Source: an optimization exercise on an open RTL-to-GDS flow (aim: small area). Production flows keep margins and buffers that such runs may drop.
In this exercise RTL edits were held to simulation tests only and were not proved equivalent to the original.
Power and IR drop assume default switching activity.

==> module top_module, before the edit <==
module top_module(
    input wire ck_rst
    , input wire CLK100MHZ
	, output reg out_sig
    );
	wire rst = ~ck_rst;
	genvar i;
	reg [6:0] pt;
	wire [6:0] s = pt ^ 7'b0101010;
	wire ev = s[0] & ~s[3] & s[4] & s[5] & s[6];
	wire fb = s[6] ^ (~s[1] | s[2]);
	always @(posedge CLK100MHZ) begin
		if (rst)
			pt <= 7'b1111111;
		else
			pt <= {s[5:0], fb} ^ 7'b0101010;
	end
	reg [6:0] fcnt;
	wire [7:0] fc;
	wire [6:0] fs;
	assign fc[0] = ev;
	generate for (i = 0; i < 7; i = i + 1) begin : g_f
		assign fs[i] = fcnt[i] ^ fc[i];
		assign fc[i+1] = fcnt[i] & fc[i];
	end endgenerate
	wire fwrap = fc[7];
	reg [9:0] x;
	wire sat = &x;
	wire [10:0] xc;
	wire [9:0] xs;
	assign xc[0] = fwrap & ~sat;
	generate for (i = 0; i < 10; i = i + 1) begin : g_x
		assign xs[i] = x[i] ^ xc[i];
		assign xc[i+1] = x[i] & xc[i];
	end endgenerate
	reg [9:0] nacc;
	wire [10:0] nc;               
	wire [9:0] ns;                
	wire [9:0] ng = ~(x & {10{ev}});
	assign nc[0] = ~(out_sig & ev);
	generate for (i = 0; i < 10; i = i + 1) begin : g_a
		assign ns[i] = nacc[i] ^ ng[i] ^ nc[i];
		assign nc[i+1] = (nacc[i] & ng[i]) | (nacc[i] & nc[i]) | (ng[i] & nc[i]);
	end endgenerate
	always @(posedge CLK100MHZ) begin
		fcnt <= (fs & ~{7{rst}}) | ({7{rst | fwrap}} & 7'd34);
		x <= xs & ~{10{rst}};
		nacc <= (ns | {10{rst}}) & ~{rst, 9'd0};
		out_sig <= ~rst & (ev ? ~nc[10] : out_sig);
	end
endmodule
Settings: LEC_CHECK=0, CAP_MARGIN=20, CORE_MARGIN=2, CORE_UTILIZATION=40, SLEW_MARGIN=20; clock period 10.0 ns.
run.sh (not shown) runs the stock make flow with config.mk's settings and CLKGATE_MAP_FILE= SYNTH_SCRIPT=/design/flow/synth_recipe.tcl, a recipe that flattens the netlist after the stock synthesis.
The first run passed the timing, DRC and antenna checks.
==> next run, changes <==
==> flow/design.v (replaced) <==
`timescale 1ns / 1ps
module top_module(
    input wire ck_rst
    , input wire CLK100MHZ
	, output reg out_sig
    );
	reg [6:0] pos;    
	reg [6:0] fcnt;   
	reg [9:0] x;      
	reg [9:0] acc;    
	wire rst = ~ck_rst;
	wire [7:0] pc;
	wire [6:0] ps;
	assign pc[0] = 1'b1;
	genvar i;
	generate for (i = 0; i < 7; i = i + 1) begin : g_pos
		assign ps[i] = pos[i] ^ pc[i];
		assign pc[i+1] = pos[i] & pc[i];
	end endgenerate
	wire ev = pc[7];
	wire [7:0] fc;
	wire [6:0] fs;
	assign fc[0] = ev;
	generate for (i = 0; i < 7; i = i + 1) begin : g_f
		assign fs[i] = fcnt[i] ^ fc[i];
		assign fc[i+1] = fcnt[i] & fc[i];
	end endgenerate
	wire fwrap = fc[7];
	wire sat = &x;
	wire [10:0] xc;
	wire [9:0] xs;
	assign xc[0] = fwrap & ~sat;
	generate for (i = 0; i < 10; i = i + 1) begin : g_x
		assign xs[i] = x[i] ^ xc[i];
		assign xc[i+1] = x[i] & xc[i];
	end endgenerate
	wire [10:0] ac;
	wire [9:0] as;
	wire [9:0] g = x & {10{ev}};
	assign ac[0] = out_sig & ev;
	generate for (i = 0; i < 10; i = i + 1) begin : g_a
		assign as[i] = acc[i] ^ g[i] ^ ac[i];
		assign ac[i+1] = (acc[i] & g[i]) | (acc[i] & ac[i]) | (g[i] & ac[i]);
	end endgenerate
	always @(posedge CLK100MHZ) begin
		pos <= (ps & ~{7{rst}}) | ({7{rst | ev}} & 7'd24) | {6'd0, rst};
		fcnt <= (fs & ~{7{rst}}) | ({7{rst | fwrap}} & 7'd34);
		x <= xs & ~{10{rst}};
		acc <= (as & ~{10{rst}}) | {rst, 9'd0};
		out_sig <= ~rst & (ev ? ac[10] : out_sig);
	end
endmodule
Result: The new run completed with no timing, DRC or antenna violations. Count of clock-buffer cells in the layout is higher by 1. Clock power is higher by about 56%. Sequential cell count is unchanged. Worst setup slack loses 1.6 ns. Sequential share of layout area is lower by 3.0 points. Power is higher by about 20%. Design area is higher by 7.6%. Die area is higher by 4.0%. Critical path depth is higher by 3. Global-route usage hardly moves. First-iteration DRC count is lower by 34%. Via count is higher by 1.6%.

-- static timing again, ports no longer ideal --
The flow's constraints put no driver on any port. The routed layouts listed below were extracted and timed again, unchanged, in two steps. Step 1 sets driving cells, clkbuf_16 on the clock port and buf_2 on the other inputs (assumed; they add their load-dependent delay and slew). Step 2 moves the port delays by t, midway between the first and last clock arrival at a register: inputs arrive t later, outputs are due t later. That takes back most of the time a late clock gives input paths. Three values: no drivers, after step 1, after step 2; two values: the first two.
run	shift t [ns]	slack for setup (ns)	hold WS [ns]	slew at the worst register clock pin (ns)	cell pins on the clock port's net
the first run	0.309	5.295 / 5.295 / 5.295	0.389 / 0.389 / 0.389	0.07 / 0.07	1
the second run	0.309	3.667 / 3.667 / 3.667	0.404 / 0.404 / 0.404	0.07 / 0.07	1
After both steps every run listed still meets setup and hold.
